What follows belongs to an exercise in optimizing a design on an open flow for small area, a short achievable clock period and few clock cycles per item; a production flow would make more cautious choices.
RTL that was checked went through simulation tests only; none was proved equivalent to the original.
No activity file was given, so power comes from the tool's default toggle rates.

Setup of pine:
Design fpadder, start of the top module:
module fpadder (output logic [31:0] sum, output logic ready,
                input logic [31:0] a, input logic clock, nreset);
Size: ~1400 cells after synthesis, roughly 70 flip-flops, ~67 I/O pins, ~8800 µm² of cells after synthesis.
==> flow/config.mk <==
export PLATFORM = sky130hd
export DESIGN_NAME = fpadder
export DESIGN_NICKNAME = fpadder
export VERILOG_FILES = /design/flow/design.v
export SDC_FILE = /design/flow/constraint.sdc
export NUM_CORES = 4
export LEC_CHECK = 0
export ABC_AREA = 1
export CAP_MARGIN = 20
export CORE_MARGIN = 2
export CORE_UTILIZATION = 50
export SLEW_MARGIN = 20
==> flow/constraint.sdc <==
create_clock -name core_clock -period 20.0 [get_ports {clock}]
set_input_delay 4.0000 -clock core_clock [delete_from_list [all_inputs] [get_ports {clock}]]
set_output_delay 4.0000 -clock core_clock [all_outputs]
set_load 0.01 [all_outputs]
standard.sh (not shown) runs the stock make flow with config.mk's settings and CLKGATE_MAP_FILE= SYNTH_SCRIPT=/design/flow/synth_recipe.tcl, a recipe that flattens the netlist after the stock synthesis.
==> flow/flow/run.sh <==
#!/bin/bash
# Standard ORFS flow (the standard.sh) with two changes to how the layout
# is made: repair_timing is asked to leave a setup margin, so that it shortens
# the critical path well below the clock period, and the port buffers use a
# plain buffer cell instead of the delay cell buffer_ports picks by default.
set -uo pipefail
bash standard.sh SETUP_SLACK_MARGIN=11.5 "BUFFER_PORTS_ARGS=-buffer_cell sky130_fd_sc_hd__buf_2" finish > standard.log 2>&1
Testbench counts of pine, summed over its fixed seeds: cycles 9,600, items 3,200.
Here is what was changed in the inputs of cedar compared with pine.
Settings: CORE_UTILIZATION: 50 -> 40.
==> flow/flow/run.sh <==
#!/bin/bash
# Standard ORFS flow, with repair_timing asked to leave a setup margin so
# that it shortens the critical path well below the clock period.
set -uo pipefail
bash standard.sh SETUP_SLACK_MARGIN=11 finish > standard.log 2>&1
### Flow results
- cedar vs pine — clock period minus final worst setup slack rose 0.44 ns.
- Smallest hold slack across pine and cedar: no real change.
- On number of multi-input combinational cells in the layout, pine and cedar are basically level.
- Net switching power of cedar falls short of that of pine slightly.
- In the flow results for pine and cedar, the power share of the sequential group is larger on cedar.
- The final layout from cedar, which completed every stage, passed the timing, design-rule and antenna checks at the end of the flow.
- Looking at pine and cedar, the cell area after layout is a wash.
- Wire length of the first global-routing pass across pine and cedar: no real change.
- Lower clock network power share was reported by cedar, not pine.
- pine has lower share of the clock period used by the worst path than cedar.
- Higher relative area of non-clock buffer cells in the final design among pine and cedar: cedar
- Between pine and cedar, global-route met1 utilization is lower for cedar, pine comes in above that.


fpadder, a different RTL version from the one above (not shown whole).
Size: about 67 I/O pins.
// fpadder
module fpadder (output logic [31:0] sum, output logic ready,
                input logic [31:0] a, input logic clock, nreset);
clock: 20.0 ns
lec_check: 0
abc_area: 1
cap_margin: 20
core_margin: 2
core_utilization: 50
cts_buf_list: sky130_fd_sc_hd__clkbuf_8
slew_margin: 20
tns_end_percent: 0
==> flow/flow/run.sh <==
#!/bin/bash
# Standard ORFS flow (the standard.sh, run unchanged) with these changes
# to how the layout is made, passed as make variables:
#  - ADDER_MAP_FILE= : synthesis leaves adders as plain gates for ABC to map
#    (no extraction into ripple chains of full/half adder cells);
#  - SETUP_SLACK_MARGIN : repair_timing is asked to leave a setup margin, so
#    it shortens the critical path well below the clock period;
#  - BUFFER_PORTS_ARGS : the port buffers use a plain buffer cell instead of
#    the delay cell that buffer_ports picks by default.
# All tool output goes to standard.log and ORFS's own logs under orfs/logs.
set -uo pipefail
bash standard.sh SETUP_SLACK_MARGIN=12.0 "BUFFER_PORTS_ARGS=-buffer_cell sky130_fd_sc_hd__buf_1" ADDER_MAP_FILE= finish > standard.log 2>&1
Testbench counts at the start, summed over its fixed seeds: cycles 9,600, items 3,200.
==> next run, changes <==
--- a/flow/flow/run.sh
+++ b/flow/flow/run.sh
@@ -12 +12 @@
-bash standard.sh SETUP_SLACK_MARGIN=12.0 "BUFFER_PORTS_ARGS=-buffer_cell sky130_fd_sc_hd__buf_1" ADDER_MAP_FILE= finish > standard.log 2>&1
+bash standard.sh SETUP_SLACK_MARGIN=12.25 "BUFFER_PORTS_ARGS=-buffer_cell sky130_fd_sc_hd__buf_1" ADDER_MAP_FILE= finish > standard.log 2>&1
--- a/flow/config.mk
+++ b/flow/config.mk
@@ -12,0 +13 @@
+export PLACE_DENSITY = 0.8
Hold slack is about the same.
Wire length decreases by 4.6%.
Worst setup slack gains 0.18 ns.
Final area climbs by 2.3%.
Sequential cell count is unchanged.
Non-clock buffer count rises by 18.


Another version of the RTL of fpadder (not shown whole).
Size in the first run: about 1200 cells after synthesis, ~70 flip-flops.
export LEC_CHECK = 0
export ABC_AREA = 1
export CAP_MARGIN = 20
export CORE_MARGIN = 2
export CORE_UTILIZATION = 40
export SLEW_MARGIN = 20
create_clock -name core_clock -period 20.0 [get_ports {clock}]
==> flow/flow/run.sh <==
#!/bin/bash
# Standard ORFS flow (the standard.sh) with three changes to how the
# layout is made:
#  - ABC maps the logic with flow/abc.script (a copy of ORFS's scripts folder
#    is used, identical except for that ABC recipe);
#  - repair_timing is asked to leave a setup margin, so that it shortens the
#    critical path well below the clock period;
#  - the port buffers use a plain buffer cell instead of the delay cell that
#    buffer_ports picks by default.
set -uo pipefail
rm -rf scripts_mod
cp -r "$FLOW_HOME/scripts" scripts_mod
cp flow/abc.script scripts_mod/abc_area.script
bash standard.sh SCRIPTS_DIR=$PWD/scripts_mod ABC_AREA=1 SETUP_SLACK_MARGIN=11 "BUFFER_PORTS_ARGS=-buffer_cell sky130_fd_sc_hd__buf_2" finish > standard.log 2>&1
==> flow/flow/abc.script <==
strash
dch
map -a
topo
buffer -c
topo
stime -c
upsize -c
dnsize -c
Rerun with:
==> flow/flow/run.sh (replaced) <==
#!/bin/bash
# Standard ORFS flow (the standard.sh) with two changes to how the layout
# is made: repair_timing is asked to leave a setup margin, so that it shortens
# the critical path well below the clock period, and the port buffers use a
# plain buffer cell instead of the delay cell buffer_ports picks by default.
set -uo pipefail
bash standard.sh SETUP_SLACK_MARGIN=11 "BUFFER_PORTS_ARGS=-buffer_cell sky130_fd_sc_hd__buf_2" finish > standard.log 2>&1
removed: flow/flow/abc.script
Result: Final cell count increases by 4.3%; synthesized cell count increases by 6.9%; design area increases by 1.7%; total power decreases by 2.7%; via count increases by 5.3%.
No run of this note included a check of the RTL's function; only the layout flow was run.


The RTL this note starts from:
==> flow/design.v <==
module fpadder (output logic [31:0] sum, output logic ready,
                input logic [31:0] a, input logic clock, nreset);
    logic [1:0] state;
    always_ff @(posedge clock, negedge nreset)
        if (!nreset) state <= 2'b00;
        else         state <= {state[1] ^ state[0], state[1] | ~state[0]};
    assign ready = state[1] & state[0];
    logic load;
    assign load = state[1] & ~state[0];
    logic [31:0] n;
    always_ff @(posedge clock) n <= a;
    logic [7:0]  em, en;
    logic [22:0] fm, fn;
    logic        sm, sn;
    assign {sm, em, fm} = a;
    assign {sn, en, fn} = n;
    logic nan_m, nan_n, inf_m, inf_n, sg, ege, flip;
    logic [8:0]  dmn;
    logic [7:0]  dnm, d;
    logic [23:0] bg, sml, shifted;
    logic [24:0] s1;
    logic [25:0] sum26;
    logic        nan1, inf1, sign1;
    logic [7:0]  exp1;
    always_comb begin
        nan_m = (em == 8'hff) & (fm != 0);
        nan_n = (en == 8'hff) & (fn != 0);
        inf_m = (em == 8'hff) & (fm == 0);
        inf_n = (en == 8'hff) & (fn == 0);
        sg    = (sm == sn);
        dmn   = {1'b0, em} - {1'b0, en};
        dnm   = en - em;
        ege   = ~dmn[8];
        d     = ege ? dmn[7:0] : dnm;
        bg    = ege ? {1'b1, fm} : {1'b1, fn};
        sml   = ege ? {1'b1, fn} : {1'b1, fm};
        shifted = (d[7:5] != 0) ? 24'b0 : (sml >> d[4:0]);
        flip  = ~sg & (em == en) & (fm < fn);
        sum26 = {({1'b0, bg} ^ {25{flip}}), 1'b1} + {({1'b0, shifted} ^ {25{~sg & ~flip}}), ~sg};
        s1    = sum26[25:1];
        exp1  = ege ? em : en;
        sign1 = (ege & ~flip) ? sm : sn;
        nan1  = nan_m | nan_n;
        inf1  = (inf_m | inf_n) & ~(inf_m & inf_n & ~sg);
    end
    logic [24:0] s;
    logic [7:0]  e;
    logic        sgn, nan, inf;
    always_ff @(posedge clock)
        if (load) begin
            s   <= s1;
            e   <= exp1;
            sgn <= sign1;
            nan <= nan1;
            inf <= inf1;
        end
    logic [4:0]  lz;
    logic [24:0] norm;
    logic [31:0] x0, x1, x2, x3, x4, x5;
    logic [7:0]  eo;
    logic        zero, ovf;
    always_comb begin
        x0 = {s, 7'b0};
        lz[4] = (x0[31:16] == 0); x1 = lz[4] ? {x0[15:0], 16'b0} : x0;
        lz[3] = (x1[31:24] == 0); x2 = lz[3] ? {x1[23:0], 8'b0} : x1;
        lz[2] = (x2[31:28] == 0); x3 = lz[2] ? {x2[27:0], 4'b0} : x2;
        lz[1] = (x3[31:30] == 0); x4 = lz[1] ? {x3[29:0], 2'b0} : x3;
        lz[0] = (x4[31] == 0);    x5 = lz[0] ? {x4[30:0], 1'b0} : x4;
        norm = x5[31:7];
        eo   = e + 8'd1 - {3'b0, lz};
        zero = (s == 0) | (s[24] & (e == 8'h00) & (s[22:0] == 0));
        ovf  = s[24] & (e == 8'hfe);
        if (nan)             sum = 32'h7fffffff;
        else if (inf | ovf)  sum = {sgn, 8'hff, 23'h0};
        else if (zero)       sum = 32'h0;
        else                 sum = {sgn, eo, norm[23:1]};
    end
endmodule
clock: 20.0 ns
lec_check: 0
abc_area: 1
cap_margin: 20
core_margin: 2
core_utilization: 65
slew_margin: 20
==> flow/flow/run.sh <==
#!/bin/bash
# Standard ORFS flow (the standard.sh) with two changes to how the layout
# is made: repair_timing is asked to leave a setup margin, so that it shortens
# the critical path well below the clock period, and the port buffers use a
# plain buffer cell instead of the delay cell buffer_ports picks by default.
set -uo pipefail
bash standard.sh SETUP_SLACK_MARGIN=11 "BUFFER_PORTS_ARGS=-buffer_cell sky130_fd_sc_hd__buf_2" finish > standard.log 2>&1
The first run went through all stages and came out clean.
Testbench counts at the start, summed over its fixed seeds: cycles 9,600, items 3,200.
Change:
==> flow/flow/run.sh (replaced) <==
#!/bin/bash
# Standard ORFS flow, with repair_timing asked to leave a setup margin so
# that it shortens the critical path well below the clock period.
set -uo pipefail
bash standard.sh SETUP_SLACK_MARGIN=10 finish > standard.log 2>&1
--- a/flow/config.mk
+++ b/flow/config.mk
@@ -8 +7,0 @@
-export ABC_AREA = 1
@@ -11 +10 @@
-export CORE_UTILIZATION = 65
+export CORE_UTILIZATION = 40
- combinational power rose by 9.7%
- first-iteration DRC count fell by 42%
- clock power rose by about 6%
- area after synthesis fell by 5.1%
- non-clock buffer count rose by 4
- die area rose by 52%
- total power rose by 6.7%
- via count fell by 20%
- critical path depth fell by 9
Change:
--- a/flow/flow/run.sh
+++ b/flow/flow/run.sh
@@ -5 +5 @@
-bash standard.sh SETUP_SLACK_MARGIN=10 finish > standard.log 2>&1
+bash standard.sh SETUP_SLACK_MARGIN=12 finish > standard.log 2>&1
Outcome: Critical path depth grows by 9; register-to-register slack is better by 210 ps; routed wire length goes up by 18%; worst hold slack is about the same; sequential cell count does not change; combinational power came out higher by 38%; clock-buffer cell count came out lower by 1; clock power stays flat; worst setup slack is better by 650 ps; via count rises by 9.6%.
Change:
==> flow/flow/run.sh (replaced) <==
#!/bin/bash
# Standard ORFS flow (the standard.sh) with two changes to how the layout
# is made: repair_timing is asked to leave a setup margin, so that it shortens
# the critical path well below the clock period, and the port buffers use a
# plain buffer cell instead of the delay cell buffer_ports picks by default.
set -uo pipefail
bash standard.sh SETUP_SLACK_MARGIN=10 "BUFFER_PORTS_ARGS=-buffer_cell sky130_fd_sc_hd__buf_2" finish > standard.log 2>&1
--- a/flow/config.mk
+++ b/flow/config.mk
@@ -7,0 +8 @@
+export ABC_AREA = 1
Outcome: The new run finished clean; register-to-register slack loses 170 ps; final cell count grows by about a fifth; final area is lower by about a fifth.


Starts from the design.v that is shown in full above.
==> flow/config.mk <==
export PLATFORM = sky130hd
export DESIGN_NAME = fpadder
export DESIGN_NICKNAME = fpadder
export VERILOG_FILES = /design/flow/design.v
export SDC_FILE = /design/flow/constraint.sdc
export NUM_CORES = 4
export LEC_CHECK = 0
export ABC_AREA = 1
export CAP_MARGIN = 20
export CORE_MARGIN = 2
export CORE_UTILIZATION = 40
export SLEW_MARGIN = 20
==> flow/constraint.sdc <==
create_clock -name core_clock -period 20.0 [get_ports {clock}]
set_input_delay 4.0000 -clock core_clock [delete_from_list [all_inputs] [get_ports {clock}]]
set_output_delay 4.0000 -clock core_clock [all_outputs]
set_load 0.01 [all_outputs]
==> flow/flow/run.sh <==
#!/bin/bash
# Standard ORFS flow (the standard.sh) with two changes to how the layout
# is made: repair_timing is asked to leave a setup margin, so that it shortens
# the critical path well below the clock period, and the port buffers use a
# plain buffer cell instead of the delay cell buffer_ports picks by default.
set -uo pipefail
bash standard.sh SETUP_SLACK_MARGIN=10 "BUFFER_PORTS_ARGS=-buffer_cell sky130_fd_sc_hd__buf_1" finish > standard.log 2>&1
The baseline went through all stages and came out clean.
Testbench counts at the start, summed over its fixed seeds: cycles 9,600, items 3,200.
Change:
==> flow/flow/run.sh (replaced) <==
#!/bin/bash
# Standard ORFS flow, with repair_timing asked to leave a setup margin so
# that it shortens the critical path well below the clock period.
set -uo pipefail
bash standard.sh SETUP_SLACK_MARGIN=14 finish > standard.log 2>&1
Settings changed: ABC_AREA 1 to not set.
After rerunning: The changed run passed the timing, design-rule and antenna checks; non-clock buffer count rises by 146; wire length rises by roughly a tenth; setup slack gets better by 0.54 ns; sequential power is about the same; cell count falls by about a fifth; design area climbs by a quarter to a third; worst hold slack got worse by 0.027 ns; clock power came out higher by roughly a tenth; count of clock-buffer cells in the layout rises by 1.
Change:
==> flow/flow/run.sh (replaced) <==
#!/bin/bash
# Standard ORFS flow (the standard.sh) with two changes to how the layout
# is made: repair_timing is asked to leave a setup margin, so that it shortens
# the critical path well below the clock period, and the port buffers use a
# plain buffer cell instead of the delay cell buffer_ports picks by default.
set -uo pipefail
bash standard.sh SETUP_SLACK_MARGIN=12 "BUFFER_PORTS_ARGS=-buffer_cell sky130_fd_sc_hd__buf_2" finish > standard.log 2>&1
Settings changed: ABC_AREA set to 1.
=> The new run passed the timing, design-rule and antenna checks; design area drops by 1.8%; synthesized area climbs by 5.4%; clock skew climbs by 0.0061 ns; power drops by 11%; sequential power stays flat; clock-buffer cell count drops by 1; setup slack is better by 0.65 ns; global-route usage climbs by 0.41 points.
Change:
==> flow/run.sh (new file) <==
#!/bin/bash
# synth_recipe.tcl (not shown) runs the flow's synth.tcl, then flattens the netlist and writes it again
# the make line also repeats each setting of config.mk as NAME=value (left out here)
make -C /OpenROAD-flow-scripts/flow DESIGN_CONFIG=/design/flow/config.mk WORK_HOME=/design/flow/orfs CLKGATE_MAP_FILE= SYNTH_SCRIPT=/design/flow/synth_recipe.tcl finish
Settings changed: ABC_AREA 1 to not set.
removed: flow/flow/run.sh
removed: flow/standard.sh
Result: The new run finished clean; final cell count came out lower by 29%; clock power came out higher by about 10%; total power came out lower by 14%; via count came out lower by 28%; utilization came out lower by 7.7 points; hold slack is worse by 0.0046 ns; sequential power stays flat; synthesized area came out lower by 5.1%; routed wire length came out lower by 28%; maximum frequency came out lower by 24%.


== build 91 ==
// fpadder: RTL as listed in full above, without the edits since
export LEC_CHECK = 0
export CAP_MARGIN = 20
export CORE_MARGIN = 2
export CORE_UTILIZATION = 50
export SLEW_MARGIN = 20
create_clock -name core_clock -period 20.0 [get_ports {clock}]
==> flow/flow/run.sh <==
#!/bin/bash
# Standard ORFS flow (the standard.sh) with two changes to how the layout
# is made: repair_timing is asked to leave a setup margin, so that it shortens
# the critical path well below the clock period, and the port buffers use a
# plain buffer cell instead of the delay cell buffer_ports picks by default.
set -uo pipefail
bash standard.sh SETUP_SLACK_MARGIN=11 "BUFFER_PORTS_ARGS=-buffer_cell sky130_fd_sc_hd__buf_2" finish > standard.log 2>&1
Testbench counts of build 91, summed over its fixed seeds: cycles 9,600, items 3,200.
What build 60 does differently from build 91 at the input level:
Settings: ABC_AREA now 1, previously not set.
### Flow results
Clock network fraction of total power, build 91 and build 60: smaller value in build 91
[compare] base=build 91 new=build 60: average routed wire per standard cell lower; share of synthesized cell area in and, or, nand and nor gates grew by 22 points.
A critical path capture point of sum[30] is what build 60 shows, while s[23] belongs to build 91.
Going from build 91 to build 60, non-clock buffer count shrinks by 71.
Build 60 vs. build 91: post-route standard cell area excluding fillers shows a reduction of about 6%, power moved down, leakage power total went up by about 5%, sequential-to-total area share from yosys stat shows a reduction of 1.1 points, worst IR drop on VDD now sits higher.
Where routed wire length is concerned, build 91 is better than build 60.
Going from build 91 to build 60, the share of cells above drive strength 1 was found to have gone down by 14 points.
### build 60 -> build 54
Settings: swapping 50 for 40 in CORE_UTILIZATION.
Findings:
Final cell count: build 54 > build 60
Of build 54 and build 60, the run reporting the lower tap cell count was build 60.
Compared with build 60, in build 54 final routed wire length divided by cell count now sits lower; fraction of power consumed by combinational cells ~0 delta; routed wire length now larger; leakage component of the power went up 0.024 nW.
Comparing build 54 and build 60, worst setup slack is lower on build 60.
Re relative slew slack: build 54 and build 60 aren't equal, and the higher value belongs to build 54.
In the tables for build 54 and build 60, buffers inserted during post-CTS setup optimization reads lower with build 54.
Final instance area of build 54 exceeds that of build 60 slightly.
Input-level comparison between build 79 and build 54:
==> flow/flow/run.sh <==
#!/bin/bash
# Standard ORFS flow, with repair_timing asked to leave a setup margin so
# that it shortens the critical path well below the clock period.
set -uo pipefail
bash standard.sh SETUP_SLACK_MARGIN=10 finish > standard.log 2>&1
[summary]
Depth of the worst register-to-register path (higher): build 79. Lower worst-case setup margin in the final layout was reported by build 79, not build 54. The higher peak fanout along the critical path of build 54 and build 79 is in build 79. Going from build 54 to build 79, the proportion of power drawn by combinational gates was found to have gone down by 0.7 points. Total area of multi-input combinational cells in build 79 is 2.0% lower than in build 54. On build 79: critical path depth is 2 lower than what build 54 gave. Compared to build 54, build 79 has number of post-CTS setup repair buffers 3 lower.

## separate check: timing with driven ports
The flow's constraints put no driver on any port. The routed layouts listed below were extracted and timed again, unchanged, in two steps. Step 1 assumes that a clkbuf_16 drives the clock port and a buf_2 every other input. Step 2 also shifts input and output timing later by t, the mid clock arrival at the registers, as if the neighbouring blocks saw the same clock. Slacks: ideal / step 1 / step 2; pairs: ideal / step 1.
run	shift t [ns]	setup slack, ns	worst setup path at the end	pins driven straight from the clock port
pine	0.389	11.707 / 11.670 / 11.339	input to register	1
cedar	0.390	11.266 / 11.286 / 10.898	input to register	1
the first run of note 2	0.427	12.342 / 12.298 / 11.967	input to register	1
the second run of note 2	0.415	12.525 / 12.489 / 12.253	input to register	1
the first run of note 3	0.379	10.964 / 10.954 / 10.575	input to register	1
the second run of note 3	0.392	11.244 / 11.242 / 10.850	input to register	1
the first run of note 4	0.396	11.305 / 11.327 / 10.931	input to register	1
the second run of note 4	0.391	10.239 / 10.194 / 9.872	input to register	1
the third run of note 4	0.397	10.885 / 10.869 / 10.472	input to register	1
the fourth run of note 4	0.396	10.582 / 10.595 / 10.208	input to register	1
the first run of note 5	0.393	10.540 / 10.559 / 10.166	input to register	1
the second run of note 5	0.393	11.079 / 11.061 / 10.668	input to register	1
the third run of note 5	0.402	11.733 / 11.687 / 11.636	input to register	1
the fourth run of note 5	0.394	9.142 / 9.160 / 8.767	input to register	1
build 91	0.389	10.877 / 10.859 / 10.470	input to register	1
build 60	0.394	11.348 / 11.302 / 11.029	input to register	1
build 54	0.395	11.405 / 11.361 / 11.090	input to register	1
build 79	0.392	10.542 / 10.517 / 10.162	input to register	1
After both steps setup and hold are still met in every run listed. The setup slack of the third run of note 4, which loses most, moves by -0.016 ns with the drivers and by -0.413 ns with both steps.
